This design comes from an exercise in tuning for small area, a short achievable clock period and few clock cycles per item on the open sky130 flow, not from production work. The RTL of this run was laid out without a check of its function. Power figures rest on the tool's default switching activity, not on a simulated workload.

[flow/design.v]
module sqrt_mult_system (
    input clk_i,
    input rst_i,
    input start_i,
    input [7:0] a_bi,
    input [7:0] b_bi,
    output [15:0] result,
    output done
);
    function [3:0] isqrt;
        input [7:0] x;
        integer k;
        begin
            isqrt = 4'd0;
            for (k = 1; k < 16; k = k + 1)
                if (x >= k * k) isqrt = k;
        end
    endfunction
    wire [3:0] s = isqrt(b_bi);
    wire t_g1 = a_bi[1] & a_bi[0];
    wire t_p1 = a_bi[1] ^ a_bi[0];
    wire t_g2 = a_bi[2] & a_bi[1];
    wire t_p2 = a_bi[2] ^ a_bi[1];
    wire t_g3 = a_bi[3] & a_bi[2];
    wire t_p3 = a_bi[3] ^ a_bi[2];
    wire t_g4 = a_bi[4] & a_bi[3];
    wire t_p4 = a_bi[4] ^ a_bi[3];
    wire t_g5 = a_bi[5] & a_bi[4];
    wire t_p5 = a_bi[5] ^ a_bi[4];
    wire t_g6 = a_bi[6] & a_bi[5];
    wire t_p6 = a_bi[6] ^ a_bi[5];
    wire t_g7 = a_bi[7] & a_bi[6];
    wire t_p7 = a_bi[7] ^ a_bi[6];
    wire t_r1p = t_p1 & a_bi[0];
    wire t_r2g = t_g2 | (t_p2 & t_g1);
    wire t_r2p = t_p2 & t_r1p;
    wire t_r3g = t_g3 | (t_p3 & t_r2g);
    wire t_r3p = t_p3 & t_r2p;
    wire t_r4g = t_g4 | (t_p4 & t_r3g);
    wire t_r4p = t_p4 & t_r3p;
    wire t_r5g = t_g5 | (t_p5 & t_r4g);
    wire t_r5p = t_p5 & t_r4p;
    wire t_r6g = t_g6 | (t_p6 & t_r5g);
    wire t_r6p = t_p6 & t_r5p;
    wire t_r7g = t_g7 | (t_p7 & t_r6g);
    wire t_r7p = t_p7 & t_r6p;
    wire t_r8g = a_bi[7] & t_r7g;
    wire t_r8p = a_bi[7] & t_r7p;
    wire t_s2 = t_p2 ^ t_g1;
    wire t_s3 = t_p3 ^ t_r2g;
    wire t_s4 = t_p4 ^ t_r3g;
    wire t_s5 = t_p5 ^ t_r4g;
    wire t_s6 = t_p6 ^ t_r5g;
    wire t_s7 = t_p7 ^ t_r6g;
    wire t_s8 = a_bi[7] ^ t_r7g;
    wire c1 = b_bi >= 8'd1;
    wire c2 = b_bi >= 8'd4;
    wire c3 = b_bi >= 8'd9;
    wire c4 = b_bi >= 8'd16;
    wire c5 = b_bi >= 8'd25;
    wire c6 = b_bi >= 8'd36;
    wire c7 = b_bi >= 8'd49;
    wire c8 = b_bi >= 8'd64;
    wire c9 = b_bi >= 8'd81;
    wire c10 = b_bi >= 8'd100;
    wire c11 = b_bi >= 8'd121;
    wire c12 = b_bi >= 8'd144;
    wire c13 = b_bi >= 8'd169;
    wire c14 = b_bi >= 8'd196;
    wire c15 = b_bi >= 8'd225;
    wire le1 = (c1 & ~c2) | (c5 & ~c6) | (c9 & ~c10) | (c13 & ~c14);
    wire le2 = (c2 & ~c3) | (c6 & ~c7) | (c10 & ~c11) | (c14 & ~c15);
    wire le3 = (c3 & ~c4) | (c7 & ~c8) | (c11 & ~c12) | c15;
    wire he1 = c4 & ~c8;
    wire he2 = c8 & ~c12;
    wire lv0 = (le1 & a_bi[0]) | (le3 & a_bi[0]);
    wire lv1 = (le1 & a_bi[1]) | (le2 & a_bi[0]) | (le3 & t_p1);
    wire lv2 = (le1 & a_bi[2]) | (le2 & a_bi[1]) | (le3 & t_s2);
    wire lv3 = (le1 & a_bi[3]) | (le2 & a_bi[2]) | (le3 & t_s3);
    wire lv4 = (le1 & a_bi[4]) | (le2 & a_bi[3]) | (le3 & t_s4);
    wire lv5 = (le1 & a_bi[5]) | (le2 & a_bi[4]) | (le3 & t_s5);
    wire lv6 = (le1 & a_bi[6]) | (le2 & a_bi[5]) | (le3 & t_s6);
    wire lv7 = (le1 & a_bi[7]) | (le2 & a_bi[6]) | (le3 & t_s7);
    wire lv8 = (le2 & a_bi[7]) | (le3 & t_s8);
    wire lv9 = (le3 & t_r8g);
    wire hv0 = (he1 & a_bi[0]) | (c12 & a_bi[0]);
    wire hv1 = (he1 & a_bi[1]) | (he2 & a_bi[0]) | (c12 & t_p1);
    wire hv2 = (he1 & a_bi[2]) | (he2 & a_bi[1]) | (c12 & t_s2);
    wire hv3 = (he1 & a_bi[3]) | (he2 & a_bi[2]) | (c12 & t_s3);
    wire hv4 = (he1 & a_bi[4]) | (he2 & a_bi[3]) | (c12 & t_s4);
    wire hv5 = (he1 & a_bi[5]) | (he2 & a_bi[4]) | (c12 & t_s5);
    wire hv6 = (he1 & a_bi[6]) | (he2 & a_bi[5]) | (c12 & t_s6);
    wire hv7 = (he1 & a_bi[7]) | (he2 & a_bi[6]) | (c12 & t_s7);
    wire hv8 = (he2 & a_bi[7]) | (c12 & t_s8);
    wire hv9 = (c12 & t_r8g);
    wire f_g0 = lv2 & hv0;
    wire f_p0 = lv2 ^ hv0;
    wire f_g1 = lv3 & hv1;
    wire f_p1 = lv3 ^ hv1;
    wire f_g2 = lv4 & hv2;
    wire f_p2 = lv4 ^ hv2;
    wire f_g3 = lv5 & hv3;
    wire f_p3 = lv5 ^ hv3;
    wire f_g4 = lv6 & hv4;
    wire f_p4 = lv6 ^ hv4;
    wire f_g5 = lv7 & hv5;
    wire f_p5 = lv7 ^ hv5;
    wire f_g6 = lv8 & hv6;
    wire f_p6 = lv8 ^ hv6;
    wire f_g7 = lv9 & hv7;
    wire f_p7 = lv9 ^ hv7;
    wire f_r1g = f_g1 | (f_p1 & f_g0);
    wire f_r1p = f_p1 & f_p0;
    wire f_r2g = f_g2 | (f_p2 & f_r1g);
    wire f_r2p = f_p2 & f_r1p;
    wire f_r3g = f_g3 | (f_p3 & f_r2g);
    wire f_r3p = f_p3 & f_r2p;
    wire f_r4g = f_g4 | (f_p4 & f_r3g);
    wire f_r4p = f_p4 & f_r3p;
    wire f_r5g = f_g5 | (f_p5 & f_r4g);
    wire f_r5p = f_p5 & f_r4p;
    wire f_r6g = f_g6 | (f_p6 & f_r5g);
    wire f_r6p = f_p6 & f_r5p;
    wire f_r7g = f_g7 | (f_p7 & f_r6g);
    wire f_r7p = f_p7 & f_r6p;
    wire f_r8g = hv8 & f_r7g;
    wire f_r8p = hv8 & f_r7p;
    wire f_r9g = hv9 & f_r8g;
    wire f_r9p = hv9 & f_r8p;
    wire f_s1 = f_p1 ^ f_g0;
    wire f_s2 = f_p2 ^ f_r1g;
    wire f_s3 = f_p3 ^ f_r2g;
    wire f_s4 = f_p4 ^ f_r3g;
    wire f_s5 = f_p5 ^ f_r4g;
    wire f_s6 = f_p6 ^ f_r5g;
    wire f_s7 = f_p7 ^ f_r6g;
    wire f_s8 = hv8 ^ f_r7g;
    wire f_s9 = hv9 ^ f_r8g;
    wire [11:0] prod = {f_s9, f_s8, f_s7, f_s6, f_s5, f_s4, f_s3, f_s2, f_s1, f_p0, lv1, lv0};
    reg        done_r;
    reg [11:0] res_r;
    always @(posedge clk_i) begin
        done_r <= start_i & ~rst_i;
        res_r  <= prod;
    end
    assign result = {4'b0, res_r};
    assign done   = done_r;
endmodule
[flow/flow/run.sh]
#!/bin/bash
# Layout flow: the standard ORFS flow, with two changes.
#  1. Synthesis is ORFS's own script (with the standard flow's -nofsm -noshare wrapper,
#     flatten and renaming, as in synth_recipe.tcl), but ABC maps with the
#     script in flow/abc.script and full/half adder extraction can be skipped.
#  2. The port buffers inserted during placement are buf cells instead of
#     the slow clkdlybuf cells that buffer_ports picks by default.
# Settings come from flow/params.sh. Each tool's output goes to its own log.
set -euo pipefail
HERE=$(pwd)
source "$HERE/flow/params.sh"
export MY_ABC_SCRIPT="$HERE/flow/abc.script"
export MY_NOFA
export BUFFER_PORTS_ARGS="-buffer_cell $PORT_BUFFER"
sed "s#SYNTH_SCRIPT=[^ ]*#SYNTH_SCRIPT=$HERE/flow/synth.tcl#" standard.sh > my_standard.sh
bash my_standard.sh finish > flow_make.log 2>&1
[flow/flow/abc.script]
strash
dch
map -D 2400
topo
stime -c
buffer -c
upsize -c -D 2400
dnsize -c -D 2400
[flow/flow/params.sh]
MY_NOFA=1
PORT_BUFFER=sky130_fd_sc_hd__buf_1
[flow/flow/synth.tcl]
# synth_recipe.tcl with two hooks: abc runs flow/abc.script (MY_ABC_SCRIPT),
# and extract_fa is skipped when MY_NOFA is 1.
proc synth {args} { yosys synth -nofsm -noshare {*}$args }
proc abc {args} {
  set out {}
  set skip 0
  foreach a $args {
    if {$skip} { set skip 0; continue }
    if {$a eq "-script" || $a eq "-D"} { set skip 1; continue }
    lappend out $a
  }
  lappend out -script $::env(MY_ABC_SCRIPT)
  yosys abc {*}$out
}
if {$::env(MY_NOFA)} { proc extract_fa {args} {} }
source $::env(SCRIPTS_DIR)/synth.tcl
# left out here: clear keep_hierarchy, flatten, clean up, hide names made inside functions, write 1_2_yosys.v
[flow/standard.sh]
#!/bin/bash
# synth_recipe.tcl (not shown) runs the flow's synth.tcl, then flattens the netlist and writes it again
# the make line also repeats each setting of config.mk as NAME=value (left out here)
make -C /OpenROAD-flow-scripts/flow DESIGN_CONFIG=/design/flow/config.mk WORK_HOME=/design/flow/orfs CLKGATE_MAP_FILE= SYNTH_SCRIPT=/design/flow/synth_recipe.tcl "${@:-finish}"
[flow/config.mk]
export PLATFORM = sky130hd
export DESIGN_NAME = sqrt_mult_system
export DESIGN_NICKNAME = sqrt_mult_system
export VERILOG_FILES = /design/flow/design.v
export SDC_FILE = /design/flow/constraint.sdc
export NUM_CORES = 4
export LEC_CHECK = 0
export CAP_MARGIN = 20
export CORE_MARGIN = 2
export CORE_UTILIZATION = 40
export SETUP_SLACK_MARGIN = 1.4
export SLEW_MARGIN = 20
[flow/constraint.sdc]
create_clock -name core_clock -period 5.0 [get_ports {clk_i}]
set_input_delay 1.0000 -clock core_clock [delete_from_list [all_inputs] [get_ports {clk_i}]]
set_output_delay 1.0000 -clock core_clock [all_outputs]
set_load 0.01 [all_outputs]
==> implementation parameters <==
Parameter                              Value

Die
  Core area    0.00331 mm2
  Number of ports placed on the die boundary    36
  Row count    21
  Horizontal die dimension    62.3 um
  Die extent in y    slightly above 60 um
  Die Area    0.00388 mm2
  Initial Utilization    41.0%

Timing
  Number of failing setup endpoints in the final timing report    0
  Minimum clock period    3.39 ns
  Maximum clock frequency    between 200 and 300 MHz
  RSZ-0062 raised after global routing    no
  Setup Total Neg Slack    0 ns
  Final Max Tran Viols    0
  Share of the cycle needed by the critical path after routing    67.8%
  Final hold slack    just under 0.9 ns
  Worst Slack Setup Final    1.61 ns
  Count of endpoints failing hold in the final timing report    0

Route
  Count of unresolved DRC violations after routing    0
  Remaining antenna violation count    0
  Initial detailed-routing violation count    43
  Post-detailed-route via-to-cell ratio    4.77
  Final wirelength    2720 um
  Via Count    1263
  Avg WL per Cell    10.3 um
  Number of iterations in the first detailed-routing pass    4

Placement
  Number of buffer cells added on primary ports    31
  Post-place setup slack    around 1.2 ns
  Total placed instance area    about 0.0015 mm2
  Placed Cells    261
  Placer's final routability congestion estimate    0.787
  Half-perimeter wire length of the detailed placement result    approximately 2300 um

Global routing
  Number of global-route vias before repair    1168
  GRT overflow    0
  Maximum number of pins on one net before global-route repair    9
  Wire length of the first global-routing pass    4870 um
  Antenna violations before repair    0
  All-layer global routing usage    between 10% and 20%

Synth
  Proportion of netlist area held by the largest area contributor    between 10% and 20%
  Prevailing post-synth register cell    sky130_fd_sc_hd__dfxtp_1
  Total number of yosys warnings    1
  Ranking of synthesized cells by instance count    38 x sky130_fd_sc_hd__nand2_1, 19 x sky130_fd_sc_hd__inv_1, 16 x sky130_fd_sc_hd__nor2_1, 15 x sky130_fd_sc_hd__xor2_1, 13 x sky130_fd_sc_hd__dfxtp_1
  Library cell with the highest instance count after synthesis    sky130_fd_sc_hd__nand2_1
  Mean post-synth cell area    7.15 um2
  Number of standard cells after synthesis    190
  Async SR Flop Fraction    0%
  Top cells by area in the synthesized netlist    sky130_fd_sc_hd__dfxtp_1 19%, sky130_fd_sc_hd__nand2_1 10%, sky130_fd_sc_hd__xor2_1 9.7%
  Number of register bits inferred by synthesis    13
  Yosys top cell by area    sky130_fd_sc_hd__dfxtp_1
  Mapped cell area    0.00136 mm2
  Fraction of the yosys area taken by sequential cells    a little under a fifth
  Post-synth EDFFs    0
  Count of cell types in the netlist    40

Cells and area
  Layout area overhead    12.6%
  Number of antenna cells inserted    0
  Layout cells sized above 1    between 10% and 20%
  FF/Latch Area    260 um2
  Multi-input combinational cell area    973 um2
  Fin util    46.2%
  Fin area    0.00153 mm2
  Layout net count    ~240
  Non-Filler Instances    265
  Filler cell count    377

Clock network
  Root Driver    sky130_fd_sc_hd__clkbuf_4
  Inserted Clock Buffers    3
  Clock tree from TritonCTS    done
  Hold Buf Count CTS    0
  Cts repair resizes    0
  Max H-tree Level    1
  Post-CTS setup buffer count    0
  Num Clock Sinks    13
  CTS clock-pin slew for the worst setup and hold paths    0.07 ns
  Maximum clock path buffer count    2

Setup path
  Crit end category    register
  Worst EP arrival    3.59 ns
  Critical path fanouts, max    7
  Category of the worst setup path launch point    primary input
  Startpoint-to-endpoint class of the critical path    in -> reg
  Launching element of the worst setup path    b_bi[2]
  Worst EP required    5.20 ns
  End point of the critical path    res_r[11]

Power
  PnR Total Power    446 uW
  Power per unit of standard cell area    291 mW/mm2
  IR drop worst, VDD    75.1 uV
  Static Leak    0.692 nW

Min path
  Type of the most critical hold path    in -> reg
  Cells on Worst Hold Path    2

Run status
  Status  no timing/DRC/antenna violations

Flow run
  Max-cap violations    0
-- worst max-delay path, stage by stage --
cell                        delay [ns]
sky130_fd_sc_hd__buf_1            0.11
sky130_fd_sc_hd__nor2_4           0.22
sky130_fd_sc_hd__nand2_2          0.11
sky130_fd_sc_hd__o2111ai_2        0.22
sky130_fd_sc_hd__o211ai_1         0.13
sky130_fd_sc_hd__or2_4            0.31
sky130_fd_sc_hd__a22oi_4          0.12
sky130_fd_sc_hd__nand2_1          0.08
sky130_fd_sc_hd__clkinv_1         0.06
sky130_fd_sc_hd__or2_4            0.12
sky130_fd_sc_hd__nand2_4          0.05
sky130_fd_sc_hd__o21ai_2          0.15
sky130_fd_sc_hd__nand2_2          0.07
sky130_fd_sc_hd__nand2_2          0.07
sky130_fd_sc_hd__nand2_2          0.06
sky130_fd_sc_hd__nand2_4          0.08
sky130_fd_sc_hd__nand2_4          0.05
sky130_fd_sc_hd__a21boi_4         0.16
sky130_fd_sc_hd__o21ai_2          0.07
sky130_fd_sc_hd__nand2_2          0.09
sky130_fd_sc_hd__nand2_2          0.05
sky130_fd_sc_hd__nand2_2          0.09
sky130_fd_sc_hd__nand2_1          0.06
sky130_fd_sc_hd__o21ai_2          0.06
-- worst min path at each step --
stage | from | end
global route | rst_i | done_r
floorplan | rst_i | done_r
CTS | rst_i | done_r
detailed placement | rst_i | done_r
global placement | rst_i | done_r
finish | rst_i | done_r
-- flip-flops by register name (all words and copies together) (netlist names) --
signal  count
res_r      12
done_r      1
-- power breakdown --
part | internal, mW | leakage [nW] | switching (mW)
Combinational | 0.0906 | 0.568 | 0.148
Clock | 0.0308 | 0.0150 | 0.0295
Sequential | 0.140 | 0.109 | 0.00707
-- kinds of logic (layout without fill, tap and decap cells) --
kind of cell           Yosys count  in the layout  share of synthesized area [%]
flip-flops                      13             13                           19.2
AND/OR/NAND/NOR                 77             77                           27.5
buffers and inverters           33             59                           11.1
other                            1              4                          0.276
XOR/XNOR                        22             22                           15.3
AO/OA/AOI/OAI                   44             44                           26.6
-- layout by cell type (no fill, tap or decap), types with 2 or more instances in the layout --
master,synthesis,final
sky130_fd_sc_hd__nand2_2,7,7
sky130_fd_sc_hd__conb_1,1,4
sky130_fd_sc_hd__o22ai_1,5,5
sky130_fd_sc_hd__inv_2,4,4
sky130_fd_sc_hd__nand2_4,3,3
sky130_fd_sc_hd__a22oi_1,5,5
sky130_fd_sc_hd__clkbuf_2,0,5
sky130_fd_sc_hd__inv_1,19,19
sky130_fd_sc_hd__o21ai_0,2,2
sky130_fd_sc_hd__xor2_2,2,2
sky130_fd_sc_hd__xor2_1,15,15
sky130_fd_sc_hd__or2_4,1,3
sky130_fd_sc_hd__o21ai_1,4,4
sky130_fd_sc_hd__nor2_1,16,16
sky130_fd_sc_hd__nand2_1,38,38
sky130_fd_sc_hd__nor2_4,2,3
sky130_fd_sc_hd__nand3_1,2,2
sky130_fd_sc_hd__clkbuf_4,0,3
sky130_fd_sc_hd__dfxtp_1,13,13
sky130_fd_sc_hd__xnor2_1,5,5
sky130_fd_sc_hd__o211ai_1,2,2
sky130_fd_sc_hd__nor2_2,3,2
sky130_fd_sc_hd__buf_1,0,26
sky130_fd_sc_hd__o21ai_2,3,3
sky130_fd_sc_hd__a21oi_1,8,8
sky130_fd_sc_hd__o221ai_1,6,6
-- area by class of cell --
| class | count | area share (%) |
|---|---|---|
| clock buffer | 4 | 1.72 |
| inverter | 24 | 5.89 |
| multi-input combinational | 147 | 63.6 |
| sequential | 13 | 17.0 |
| tap | 46 | 3.76 |
| timing repair buffer | 31 | 8.01 |
-- metal layers --
metal	up-vias	share of wire [%]	track usage (%)
met2	26	47	27.6
met5	-	0	0
met1	553	49	18.2
met3	2	3.2	1.09
li1	682	-	-
met4	0	0.77	5.00

-- port drivers added, routing unchanged --
No port has a modelled driver above. Below, the same layout with a new extraction and two added sets of constraints.
Step 1, drivers: a clkbuf_16 drives clk_i and a buf_2 each remaining input, both assumed.
Step 2 times the ports against the registers' clock, not the clock port: input delays grow and output delays shrink by t, the midpoint of the rising clock arrivals with the driver on.
Slacks: ideal / step 1 / step 2; pairs: ideal / step 1.
t, ns: 0.282
slack for setup (ns): 1.610 / 1.610 / 1.327
worst slew at a driven data input, ns: 0.03
cell pins on the clock port's net: 1
After both steps setup and hold are still met in this run. For this run, drivers alone change the setup slack by 0.000 ns; drivers and shift together by -0.283 ns.
